Background: an optimization exercise with open tools, aiming at small area. Do not read the settings as production practice.
At most, simulation tests tie the RTL to the original design; equivalence was not proved.
No activity file was given, so power comes from the tool's default toggle rates.

==> inputs of exp/garnet <==
==> flow/design.v (excerpt) <==
module uart16550(
    input clk, rst,
    input wr, rd,
    input [2:0] addr,
    input [7:0] din,
    input rx,
    output [7:0] dout,
    output tx
);
==> module fifo, before the edit <==
module fifo(
    input rst, clk, clr, en,
    input push_in, pop_in,
    input [7:0] din,
    output [7:0] dout,           
    output reg empty,            
    output reg overrun           
);
    reg [7:0] mem [0:14];
    reg [3:0] cnt, rp, wp;
    wire temp_empty = (cnt == 4'd0);
    wire temp_full  = (cnt == 4'd15);
    wire push = push_in & ~temp_full  & ~pop_in  & en;
    wire pop  = pop_in  & ~temp_empty & ~push_in & en;
    wire [3:0] rp_inc = (rp == 4'd14) ? 4'd0 : rp + 4'd1;
    wire [3:0] wp_inc = (wp == 4'd14) ? 4'd0 : wp + 4'd1;
    always @(posedge clk, posedge rst) begin
        if (rst) begin
            cnt <= 4'd0;
            rp  <= 4'd0;
            wp  <= 4'd0;
        end
        else if (clr) begin
            cnt <= 4'd0;
            rp  <= wp;
        end
        else begin
            if (push) begin
                cnt <= cnt + 4'd1;
                wp  <= wp_inc;
            end
            if (pop) begin
                cnt <= cnt - 4'd1;
                rp  <= rp_inc;
            end
        end
    end
    genvar i;
    generate
        for (i = 0; i < 15; i = i + 1) begin : g_mem
            always @(posedge clk)
                if (push && wp == i) mem[i] <= din;
        end
    endgenerate
    assign dout = temp_empty ? 8'h00 : mem[rp];
    always @(posedge clk, posedge rst) begin
        if (rst) begin
            empty   <= 1'b1;
            overrun <= 1'b0;
        end
        else begin
            empty   <= temp_empty;
            overrun <= push_in & temp_full;
        end
    end
endmodule
export LEC_CHECK = 0
export CAP_MARGIN = 20
export CORE_MARGIN = 2
export CORE_UTILIZATION = 40
export PLACE_DENSITY = 0.6
export SLEW_MARGIN = 20
create_clock -name core_clock -period 10.0 [get_ports {clk}]
run.sh (not shown) runs the stock make flow with config.mk's settings and CLKGATE_MAP_FILE= SYNTH_SCRIPT=/design/flow/synth_recipe.tcl, a recipe that flattens the netlist after the stock synthesis.
==> exp/xenon: changes against exp/garnet <==
--- a/flow/design.v
+++ b/flow/design.v
@@ -8,4 +8,4 @@
 );
-    reg [7:0] mem [0:14];
-    reg [3:0] cnt, rp, wp;
+    reg [7:0] mem [1:15];
+    reg [3:0] cnt;
     wire temp_empty = (cnt == 4'd0);
@@ -14,33 +14,22 @@
     wire pop  = pop_in  & ~temp_empty & ~push_in & en;
-    wire [3:0] rp_inc = (rp == 4'd14) ? 4'd0 : rp + 4'd1;
-    wire [3:0] wp_inc = (wp == 4'd14) ? 4'd0 : wp + 4'd1;
     always @(posedge clk, posedge rst) begin
-        if (rst) begin
-            cnt <= 4'd0;
-            rp  <= 4'd0;
-            wp  <= 4'd0;
-        end
-        else if (clr) begin
-            cnt <= 4'd0;
-            rp  <= wp;
-        end
-        else begin
-            if (push) begin
-                cnt <= cnt + 4'd1;
-                wp  <= wp_inc;
-            end
-            if (pop) begin
-                cnt <= cnt - 4'd1;
-                rp  <= rp_inc;
-            end
-        end
+        if (rst) cnt <= 4'd0;
+        else if (clr) cnt <= 4'd0;
+        else if (push) cnt <= cnt + 4'd1;
+        else if (pop) cnt <= cnt - 4'd1;
     end
-    genvar i;
-    generate
-        for (i = 0; i < 15; i = i + 1) begin : g_mem
-            always @(posedge clk)
-                if (push && wp == i) mem[i] <= din;
+    integer i;
+    always @(posedge clk) begin
+        if (push) begin
+            mem[1] <= din;
+            for (i = 2; i <= 15; i = i + 1) mem[i] <= mem[i-1];
         end
-    endgenerate
-    assign dout = temp_empty ? 8'h00 : mem[rp];
+    end
+    reg [7:0] head;
+    always @(*) begin
+        head = 8'h00;
+        for (i = 1; i <= 15; i = i + 1)
+            if (cnt == i) head = mem[i];
+    end
+    assign dout = head;
     always @(posedge clk, posedge rst) begin
Settings changed: ABC_AREA from default to 1, CTS_BUF_LIST from default to sky130_fd_sc_hd__clkbuf_4, CTS_CLUSTER_SIZE from default to 30.
==> metrics.cfg <==
[logic_synthesis]
ys_types=80
synthMuxAreaShare=0.0660
ys_seq_elements=406
synth_simple_gate_area_frac=0.120

[setup_path]
critPathLaunch=addr[0]
cp.depth=9
path_max_fanout=13

[finish]
layout-drive-gt1-share=0.110
buf_share=0.0171
multi_input_area_share=0.297
clk_share=0.0722
fin_util=0.455
seq_cell_count=406
finalNetCount=1441

[floorplan]
dieArea_sq_um=46300

[global_route]
grt_pass1_wl_mm=71.7

[placed_design]
placed_cell_area_sq_um=18600
pre_cts_ws_ns=4.69

[sta]
clock_skew_ns=0.0509

[run_status]
status=no timing/DRC/antenna violations

(the above is from exp/garnet)
==> metrics.cfg <==
[run_status]
status=no timing/DRC/antenna violations

[finish]
seq_cell_count=390
clk_share=0.0724
buf_share=0.0152
layout-drive-gt1-share=0.143
multi_input_area_share=0.269

[placed_design]
placed_cell_area_sq_um=17700
pre_cts_ws_ns=4.26

[floorplan]
dieArea_sq_um=43900

[setup_path]
cp.depth=13

[logic_synthesis]
synthMuxAreaShare=0.00526
ys_types=48
synth_simple_gate_area_frac=0.213
ys_seq_elements=390

[global_route]
grt_pass1_wl_mm=61.0

[sta]
clock_skew_ns=0.0666

(the above is from exp/xenon)

========
==> branch garnet: inputs <==
==> flow/design.v <==
module fifo(
    input rst, clk, clr, en,
    input push_in, pop_in,
    input [7:0] din,
    output [7:0] dout,           
    output reg empty,            
    output reg overrun           
);
    reg [7:0] mem [1:15];
    reg [3:0] cnt;
    wire temp_empty = (cnt == 4'd0);
    wire temp_full  = (cnt == 4'd15);
    wire push = push_in & ~temp_full  & ~pop_in  & en;
    wire pop  = pop_in  & ~temp_empty & ~push_in & en;
    always @(posedge clk, posedge rst) begin
        if (rst) cnt <= 4'd0;
        else if (clr) cnt <= 4'd0;
        else if (push) cnt <= cnt + 4'd1;
        else if (pop) cnt <= cnt - 4'd1;
    end
    integer i;
    always @(posedge clk) begin
        if (push) begin
            mem[1] <= din;
            for (i = 2; i <= 15; i = i + 1) mem[i] <= mem[i-1];
        end
    end
    wire [7:0] m [0:15];
    assign m[0] = 8'h00;
    genvar g;
    generate for (g = 1; g < 16; g = g + 1) begin : gm
        assign m[g] = mem[g];
    end endgenerate
    reg [7:0] q [0:3];
    reg [7:0] head;
    integer k;
    always @(*) begin
        for (k = 0; k < 4; k = k + 1)
            case (cnt[1:0])
                2'd0: q[k] = m[4*k];
                2'd1: q[k] = m[4*k+1];
                2'd2: q[k] = m[4*k+2];
                default: q[k] = m[4*k+3];
            endcase
        case (cnt[3:2])
            2'd0: head = q[0];
            2'd1: head = q[1];
            2'd2: head = q[2];
            default: head = q[3];
        endcase
    end
    assign dout = head;
    always @(posedge clk, posedge rst) begin
        if (rst) begin
            empty   <= 1'b1;
            overrun <= 1'b0;
        end
        else begin
            empty   <= temp_empty;
            overrun <= push_in & temp_full;
        end
    end
endmodule
module uart_tx_top(
    input clk, rst, baud_pulse, parity_enable, tx_hold_reg_empty, stop_bit, sticky_parity, even_parity_select, set_break,
    input [7:0] din,  
    input [1:0] wls,
    output reg pop, tx
);
    localparam [1:0] IDLE = 2'd0, START = 2'd1, SEND = 2'd2, PARITY = 2'd3;
    reg [1:0] state;
    reg [7:0] shift_register;
    reg tx_data;
    reg d_parity;
    reg [2:0] bit_count;
    reg [4:0] count;
    reg parity_out;
    wire [4:0] stop_count = (stop_bit == 1'b0) ? 5'd15 : (wls == 2'b00) ? 5'd23 : 5'd31;
    wire count_zero = (count == 5'd0);
    always @(posedge clk) begin
        if (baud_pulse) begin
            case (state)
                IDLE: if (!tx_hold_reg_empty && count_zero) begin
                    bit_count <= {1'b1, wls};
                    shift_register <= din;
                end
                START: begin
                    d_parity <= ^{shift_register[4:0], shift_register[5] & (wls != 2'b00),
                                  shift_register[6] & wls[1], shift_register[7] & (wls == 2'b11)};
                    if (count_zero) shift_register <= shift_register >> 1;
                end
                SEND: begin
                    case ({sticky_parity, even_parity_select})
                        2'b00: parity_out <= ~d_parity;
                        2'b01: parity_out <= d_parity;
                        2'b10: parity_out <= 1'b1;
                        2'b11: parity_out <= 1'b0;
                    endcase
                    if (bit_count != 3'd0 && count_zero) begin
                        bit_count <= bit_count - 3'd1;
                        shift_register <= shift_register >> 1;
                    end
                end
                default: ;
            endcase
        end
    end
    always @(posedge clk, posedge rst) begin
        if (rst) begin
            state <= IDLE;
            count <= 5'd15;
            pop <= 1'b0;
            tx_data <= 1'b1;
        end
        else begin
            pop <= 1'b0;
            if (baud_pulse) begin
                case (state)
                    IDLE: if (!tx_hold_reg_empty) begin
                        if (!count_zero) count <= count - 5'd1;
                        else begin
                            count <= 5'd15;
                            state <= START;
                            pop <= 1'b1;
                            tx_data <= 1'b0;
                        end
                    end
                    START: begin
                        if (!count_zero) count <= count - 5'd1;
                        else begin
                            count <= 5'd15;
                            state <= SEND;
                            tx_data <= shift_register[0];
                        end
                    end
                    SEND: begin
                        if (!count_zero) count <= count - 5'd1;
                        else if (bit_count != 3'd0) begin
                            count <= 5'd15;
                            tx_data <= shift_register[0];
                        end
                        else if (parity_enable) begin
                            count <= 5'd15;
                            state <= PARITY;
                            tx_data <= parity_out;
                        end
                        else begin
                            count <= stop_count;
                            state <= IDLE;
                            tx_data <= 1'b1;
                        end
                    end
                    PARITY: begin
                        if (!count_zero) count <= count - 5'd1;
                        else begin
                            count <= stop_count;
                            state <= IDLE;
                            tx_data <= 1'b1;
                        end
                    end
                endcase
            end
        end
    end
    always @(posedge clk, posedge rst) begin
        if (rst) tx <= 1'b1;
        else tx <= tx_data & ~set_break;
    end
endmodule
module uart_rx_top(
    input clk, rst, baud_pulse, rx, parity_enable, sticky_parity, even_parity_select,
    input [1:0] wls,
    output reg push,
    output reg parity_error, frame_error,
    output reg [7:0] dout
);
    localparam [2:0] IDLE = 3'd0, START = 3'd1, READ = 3'd2, PARITY = 3'd3, STOP = 3'd4;
    reg [2:0] state;
    reg rx_reg;
    reg [2:0] bit_count;
    reg [3:0] count;
    always @(posedge clk) rx_reg <= rx;
    always @(posedge clk) begin
        if (baud_pulse) begin
            if (state == IDLE) count <= 4'd15;
            else count <= count - 4'd1;
            if (state == START && count == 4'd0) bit_count <= {1'b1, wls};
            if (state == READ && count == 4'd0) bit_count <= bit_count - 3'd1;
        end
    end
    wire mid = (count == 4'd7);
    wire last = (count == 4'd0);
    always @(posedge clk, posedge rst) begin
        if (rst) begin
            state <= IDLE;
            push <= 1'b0;
            parity_error <= 1'b0;
            frame_error <= 1'b0;
            dout <= 8'h00;
        end
        else begin
            push <= 1'b0;
            if (baud_pulse) begin
                case (state)
                    IDLE: if (!rx_reg) state <= START;
                    START: begin
                        if (mid) begin
                            if (rx) state <= IDLE;
                        end
                        else if (last) state <= READ;
                    end
                    READ: begin
                        if (mid) begin
                            case (wls)
                                2'b00: dout <= {3'b000, rx, dout[4:1]};
                                2'b01: dout <= {2'b00 , rx, dout[5:1]};
                                2'b10: dout <= {1'b0  , rx, dout[6:1]};
                                2'b11: dout <= {        rx, dout[7:1]};
                            endcase
                        end
                        else if (last && bit_count == 3'd0)
                            state <= parity_enable ? PARITY : STOP;
                    end
                    PARITY: begin
                        if (mid) begin
                            case ({sticky_parity, even_parity_select})
                                2'b00: parity_error <= ~^{rx, dout};
                                2'b01: parity_error <= ^{rx, dout};
                                2'b10: parity_error <= ~rx;
                                2'b11: parity_error <= rx;
                            endcase
                        end
                        else if (last) state <= STOP;
                    end
                    STOP: begin
                        if (mid) begin
                            frame_error <= ~rx;
                            push <= 1'b1;
                        end
                        else if (last) state <= IDLE;
                    end
                    default: ;
                endcase
            end
        end
    end
endmodule
module uart_registers(
    input clk, rst,
    input wr, rd,
    input rx_fifo_empty,
    input rx_output_error, rx_parity_error, rx_frame_error,
    input [2:0] addr,
    input [7:0] din,
    input [7:0] rx_fifo_in,
    output tx_push, rx_pop,
    output reg tx_rst, rx_rst, fifo_ena,
    output reg [7:0] dout,
    output reg [7:0] lcr,
    output reg baud_out
);
    wire dlab = lcr[7];
    wire a0 = (addr == 3'd0);
    wire a1 = (addr == 3'd1);
    assign tx_push = wr & ~dlab & a0;
    assign rx_pop  = rd & ~dlab & a0;
    reg [7:0] rx_data;
    always @(posedge clk, posedge rst) begin
        if (rst) rx_data <= 8'h00;
        else if (rx_pop) rx_data <= rx_fifo_in;
    end
    reg [7:0] dmsb, dlsb;
    wire [15:0] divisor = {dmsb, dlsb};
    reg update_baud;
    reg [15:0] baud_count;
    always @(posedge clk, posedge rst) begin
        if (rst) begin
            dlsb <= 8'h00;
            dmsb <= 8'h00;
            update_baud <= 1'b0;
        end
        else begin
            update_baud <= wr & dlab & (a0 | a1);
            if (wr & dlab & a0) dlsb <= din;
            if (wr & dlab & a1) dmsb <= din;
        end
    end
    wire count_zero = (baud_count == 16'h0000);
    always @(posedge clk, posedge rst) begin
        if (rst) baud_count <= 16'h0;
        else if (update_baud || count_zero) baud_count <= divisor;
        else baud_count <= baud_count - 16'd1;
    end
    always @(posedge clk, posedge rst) begin
        if (rst) baud_out <= 1'b0;
        else baud_out <= (|divisor) & count_zero;
    end
    always @(posedge clk, posedge rst) begin
        if (rst) begin
            tx_rst <= 1'b0;
            rx_rst <= 1'b0;
            fifo_ena <= 1'b0;
        end
        else if (wr && addr == 3'b010) begin
            tx_rst <= din[2];
            rx_rst <= din[1];
            fifo_ena <= din[0];
        end
        else begin
            tx_rst <= 1'b0;
            rx_rst <= 1'b0;
        end
    end
    reg [7:0] lcr_temp;
    always @(posedge clk, posedge rst) begin
        if (rst) lcr <= 8'h00;
        else if (wr && addr == 3'b011) lcr <= din;
    end
    always @(posedge clk, posedge rst) begin
        if (rst) lcr_temp <= 8'h00;
        else if (rd && addr == 3'b011) lcr_temp <= lcr;
    end
    reg [3:0] lsr;
    always @(posedge clk, posedge rst) begin
        if (rst) lsr <= 4'h0;
        else lsr <= {rx_frame_error, rx_parity_error, rx_output_error, ~rx_fifo_empty};
    end
    reg [3:0] lsr_temp;
    reg lsr_read;
    always @(posedge clk, posedge rst) begin
        if (rst) begin
            lsr_temp <= 4'h0;
            lsr_read <= 1'b0;
        end
        else if (rd && addr == 3'b101) begin
            lsr_temp <= lsr;
            lsr_read <= 1'b1;
        end
    end
    reg [7:0] scr, scr_temp;
    always @(posedge clk, posedge rst) begin
        if (rst) scr <= 8'h00;
        else if (wr && addr == 3'b111) scr <= din;
    end
    always @(posedge clk, posedge rst) begin
        if (rst) scr_temp <= 8'h00;
        else if (rd && addr == 3'b111) scr_temp <= scr;
    end
    always @(posedge clk, posedge rst) begin
        if (rst) dout <= 8'h00;
        else begin
            case (addr)
                3'd0: dout <= dlab ? dlsb : rx_data;
                3'd1: dout <= dlab ? dmsb : 8'h00;
                3'd3: dout <= lcr_temp;
                3'd5: dout <= {1'b0, lsr_read, lsr_read, 1'b0, lsr_temp};
                3'd7: dout <= scr_temp;
                default: dout <= 8'h00;
            endcase
        end
    end
endmodule
module uart16550(
    input clk, rst,
    input wr, rd,
    input [2:0] addr,
    input [7:0] din,
    input rx,
    output [7:0] dout,
    output tx
);
    wire tx_push, rx_pop, tx_rst, rx_rst, fifo_ena, baud_pulse;
    wire [7:0] lcr;
    wire [7:0] tx_fifo_out, rx_fifo_out, rx_data;
    wire tx_fifo_empty, tx_pop;
    wire rx_push, rx_parity_error, rx_frame_error;
    wire rx_fifo_empty, rx_fifo_overrun;
    wire tx_fifo_overrun;
    uart_registers regs (
        .clk(clk), .rst(rst), .wr(wr), .rd(rd),
        .rx_fifo_empty(rx_fifo_empty),
        .rx_output_error(rx_fifo_overrun),
        .rx_parity_error(rx_parity_error),
        .rx_frame_error(rx_frame_error),
        .addr(addr), .din(din), .rx_fifo_in(rx_fifo_out),
        .tx_push(tx_push), .rx_pop(rx_pop), .tx_rst(tx_rst), .rx_rst(rx_rst),
        .fifo_ena(fifo_ena), .dout(dout), .lcr(lcr), .baud_out(baud_pulse)
    );
    fifo tx_fifo (
        .rst(rst), .clk(clk), .clr(tx_rst), .en(fifo_ena),
        .push_in(tx_push), .pop_in(tx_pop), .din(din),
        .dout(tx_fifo_out), .empty(tx_fifo_empty), .overrun(tx_fifo_overrun)
    );
    uart_tx_top utx (
        .clk(clk), .rst(rst), .baud_pulse(baud_pulse),
        .parity_enable(lcr[3]), .tx_hold_reg_empty(tx_fifo_empty),
        .stop_bit(lcr[2]), .sticky_parity(lcr[5]), .even_parity_select(lcr[4]),
        .set_break(lcr[6]), .din(tx_fifo_out), .wls(lcr[1:0]),
        .pop(tx_pop), .tx(tx)
    );
    uart_rx_top urx (
        .clk(clk), .rst(rst), .baud_pulse(baud_pulse), .rx(rx),
        .parity_enable(lcr[3]), .sticky_parity(lcr[5]), .even_parity_select(lcr[4]),
        .wls(lcr[1:0]),
        .push(rx_push), .parity_error(rx_parity_error), .frame_error(rx_frame_error),
        .dout(rx_data)
    );
    fifo rx_fifo (
        .rst(rst), .clk(clk), .clr(rx_rst), .en(fifo_ena),
        .push_in(rx_push), .pop_in(rx_pop), .din(rx_data),
        .dout(rx_fifo_out), .empty(rx_fifo_empty), .overrun(rx_fifo_overrun)
    );
endmodule
==> flow/flow/run.sh <==
#!/bin/bash
# Own layout flow: the standard ORFS flow with two changes:
#  - the port buffers are buf_1 cells instead of the default choice
#  - clock tree synthesis clusters the register clock pins into larger
#    groups driven by clkbuf_16 and inserts no dummy loads
# Every step's full output is in the ORFS logs under orfs/logs; make's own
# output is in flow_make.log.
set -euo pipefail
bash standard.sh \
  BUFFER_PORTS_ARGS="-buffer_cell sky130_fd_sc_hd__buf_1" \
  CTS_ARGS="-sink_clustering_enable -repair_clock_nets -sink_clustering_size 18 -sink_clustering_max_diameter 80 -buf_list {sky130_fd_sc_hd__clkbuf_8} -dont_use_dummy_load" \
  finish > flow_make.log 2>&1
==> flow/standard.sh <==
#!/bin/bash
# synth_recipe.tcl (not shown) runs the flow's synth.tcl, then flattens the netlist and writes it again
# the make line also repeats each setting of config.mk as NAME=value (left out here)
make -C /OpenROAD-flow-scripts/flow DESIGN_CONFIG=/design/flow/config.mk WORK_HOME=/design/flow/orfs CLKGATE_MAP_FILE= SYNTH_SCRIPT=/design/flow/synth_recipe.tcl "${@:-finish}"
==> flow/config.mk <==
export PLATFORM = sky130hd
export DESIGN_NAME = uart16550
export DESIGN_NICKNAME = uart16550
export VERILOG_FILES = /design/flow/design.v
export SDC_FILE = /design/flow/constraint.sdc
export NUM_CORES = 4
export LEC_CHECK = 0
export ABC_AREA = 1
export CAP_MARGIN = 20
export CORE_MARGIN = 2
export CORE_UTILIZATION = 60
export CTS_BUF_LIST = sky130_fd_sc_hd__clkbuf_8 sky130_fd_sc_hd__clkbuf_16
export CTS_CLUSTER_DIAMETER = 100
export CTS_CLUSTER_SIZE = 30
export PLACE_DENSITY = 0.7
export SLEW_MARGIN = 20
==> flow/constraint.sdc <==
create_clock -name core_clock -period 10.0 [get_ports {clk}]
set_input_delay 2.0000 -clock core_clock [delete_from_list [all_inputs] [get_ports {clk}]]
set_output_delay 2.0000 -clock core_clock [all_outputs]
set_load 0.01 [all_outputs]
==> inputs of branch yarrow, as changes to branch garnet <==
--- a/flow/design.v
+++ b/flow/design.v
@@ -85,8 +85,12 @@
                     shift_register <= din;
                 end
                 START: begin
-                    d_parity <= ^{shift_register[4:0], shift_register[5] & (wls != 2'b00),
-                                  shift_register[6] & wls[1], shift_register[7] & (wls == 2'b11)};
+                    case (wls)
+                        2'b00: d_parity <= ^shift_register[4:0];
+                        2'b01: d_parity <= ^shift_register[5:0];
+                        2'b10: d_parity <= ^shift_register[6:0];
+                        2'b11: d_parity <= ^shift_register[7:0];
+                    endcase
                     if (count_zero) shift_register <= shift_register >> 1;
                 end
                 SEND: begin
==> flow/run.sh (new file) <==
#!/bin/bash
# synth_recipe.tcl (not shown) runs the flow's synth.tcl, then flattens the netlist and writes it again
# the make line also repeats each setting of config.mk as NAME=value (left out here)
make -C /OpenROAD-flow-scripts/flow DESIGN_CONFIG=/design/flow/config.mk WORK_HOME=/design/flow/orfs CLKGATE_MAP_FILE= SYNTH_SCRIPT=/design/flow/synth_recipe.tcl finish
removed: flow/flow/run.sh
removed: flow/standard.sh
==> inputs of branch willow, as changes to branch garnet <==
--- a/flow/design.v
+++ b/flow/design.v
@@ -85,8 +85,12 @@
                     shift_register <= din;
                 end
                 START: begin
-                    d_parity <= ^{shift_register[4:0], shift_register[5] & (wls != 2'b00),
-                                  shift_register[6] & wls[1], shift_register[7] & (wls == 2'b11)};
+                    case (wls)
+                        2'b00: d_parity <= ^shift_register[4:0];
+                        2'b01: d_parity <= ^shift_register[5:0];
+                        2'b10: d_parity <= ^shift_register[6:0];
+                        2'b11: d_parity <= ^shift_register[7:0];
+                    endcase
                     if (count_zero) shift_register <= shift_register >> 1;
                 end
                 SEND: begin
--- a/flow/flow/run.sh
+++ b/flow/flow/run.sh
@@ -8,5 +8,5 @@
 set -euo pipefail
 bash standard.sh \
   BUFFER_PORTS_ARGS="-buffer_cell sky130_fd_sc_hd__buf_1" \
-  CTS_ARGS="-sink_clustering_enable -repair_clock_nets -sink_clustering_size 18 -sink_clustering_max_diameter 80 -buf_list {sky130_fd_sc_hd__clkbuf_8} -dont_use_dummy_load" \
+  CTS_ARGS="-sink_clustering_enable -repair_clock_nets -sink_clustering_size 30 -sink_clustering_max_diameter 100 -buf_list {sky130_fd_sc_hd__clkbuf_8 sky130_fd_sc_hd__clkbuf_16} -dont_use_dummy_load" \
   finish > flow_make.log 2>&1
==> inputs of branch tundra, as changes to branch garnet <==
--- a/flow/design.v
+++ b/flow/design.v
@@ -25,29 +25,11 @@
             for (i = 2; i <= 15; i = i + 1) mem[i] <= mem[i-1];
         end
     end
-    wire [7:0] m [0:15];
-    assign m[0] = 8'h00;
-    genvar g;
-    generate for (g = 1; g < 16; g = g + 1) begin : gm
-        assign m[g] = mem[g];
-    end endgenerate
-    reg [7:0] q [0:3];
     reg [7:0] head;
-    integer k;
     always @(*) begin
-        for (k = 0; k < 4; k = k + 1)
-            case (cnt[1:0])
-                2'd0: q[k] = m[4*k];
-                2'd1: q[k] = m[4*k+1];
-                2'd2: q[k] = m[4*k+2];
-                default: q[k] = m[4*k+3];
-            endcase
-        case (cnt[3:2])
-            2'd0: head = q[0];
-            2'd1: head = q[1];
-            2'd2: head = q[2];
-            default: head = q[3];
-        endcase
+        head = 8'h00;
+        for (i = 1; i <= 15; i = i + 1)
+            if (cnt == i) head = mem[i];
     end
     assign dout = head;
     always @(posedge clk, posedge rst) begin
@@ -85,8 +67,12 @@
                     shift_register <= din;
                 end
                 START: begin
-                    d_parity <= ^{shift_register[4:0], shift_register[5] & (wls != 2'b00),
-                                  shift_register[6] & wls[1], shift_register[7] & (wls == 2'b11)};
+                    case (wls)
+                        2'b00: d_parity <= ^shift_register[4:0];
+                        2'b01: d_parity <= ^shift_register[5:0];
+                        2'b10: d_parity <= ^shift_register[6:0];
+                        2'b11: d_parity <= ^shift_register[7:0];
+                    endcase
                     if (count_zero) shift_register <= shift_register >> 1;
                 end
                 SEND: begin
==> flow/run.sh (new file) <==
#!/bin/bash
# synth_recipe.tcl (not shown) runs the flow's synth.tcl, then flattens the netlist and writes it again
# the make line also repeats each setting of config.mk as NAME=value (left out here)
make -C /OpenROAD-flow-scripts/flow DESIGN_CONFIG=/design/flow/config.mk WORK_HOME=/design/flow/orfs CLKGATE_MAP_FILE= SYNTH_SCRIPT=/design/flow/synth_recipe.tcl finish
removed: flow/flow/run.sh
removed: flow/standard.sh
==> notes <==
- Branch yarrow finished clean. Branch tundra finished clean. Branch willow ran to the end with no violations. Branch garnet went through all stages and came out clean.
- Global-route usage: branch yarrow < branch willow < branch tundra < branch garnet.
- Of branch willow and branch tundra, branch willow has the higher first-iteration DRC count (gap 16%, measured against branch tundra).
- Design area: branch tundra > branch yarrow > branch willow > branch garnet.
- Maximum frequency: branch tundra is smaller than branch garnet (about 14%).
- In branch garnet the via count is lower than in branch yarrow, by about 0.65%.
- Between branch garnet and branch yarrow, the lower area after synthesis is in branch garnet (gap about 0.22%, measured against branch yarrow).
- In total power, branch garnet and branch willow hardly differ.
- In flip-flop and latch count, branch willow and branch tundra do not differ.
Function not checked in branch garnet: the RTL went through the layout flow alone.

[what the ideal ports hide]
Ports are ideal in the flow. The routed layouts listed here were re-timed in OpenROAD.
Step 1 (the two cells are an assumption about what drives the block):
set clk [get_ports {clk}]
set_driving_cell -lib_cell sky130_fd_sc_hd__clkbuf_16 $clk
set_driving_cell -lib_cell sky130_fd_sc_hd__buf_2 [delete_from_list [all_inputs] $clk]
Step 2, shift: input delay + t, output delay - t, t = (earliest + latest rising clock arrival at the registers) / 2. This alone moves slack from input paths to output paths.
Three values: ideal, step 1, step 2; two values: the first two.
| run | t, ns | slack for setup (ns) | latest minus earliest clock arrival (ns) | worst data-port slew with drivers (ns) | cell pins on the clock port's net |
|---|---|---|---|---|---|
| exp/garnet | 0.630 | 5.253 / 5.279 / 4.649 | 0.058 / 0.058 | 0.04 | 1 |
| exp/xenon | 0.839 | 5.322 / 5.349 / 4.511 | 0.066 / 0.067 | 0.06 | 1 |
| branch garnet | 0.614 | 5.691 / 5.718 / 5.104 | 0.024 / 0.024 | 0.03 | 1 |
| branch yarrow | 0.564 | 5.422 / 5.449 / 4.885 | 0.016 / 0.017 | 0.03 | 1 |
| branch willow | 0.557 | 5.760 / 5.791 / 5.233 | 0.021 / 0.021 | 0.03 | 1 |
| branch tundra | 0.562 | 4.990 / 5.019 / 4.456 | 0.045 / 0.045 | 0.05 | 1 |
After both steps every run listed still meets setup and hold. The setup slack of exp/xenon, which loses most, moves by +0.027 ns with the drivers and by -0.811 ns with both steps.
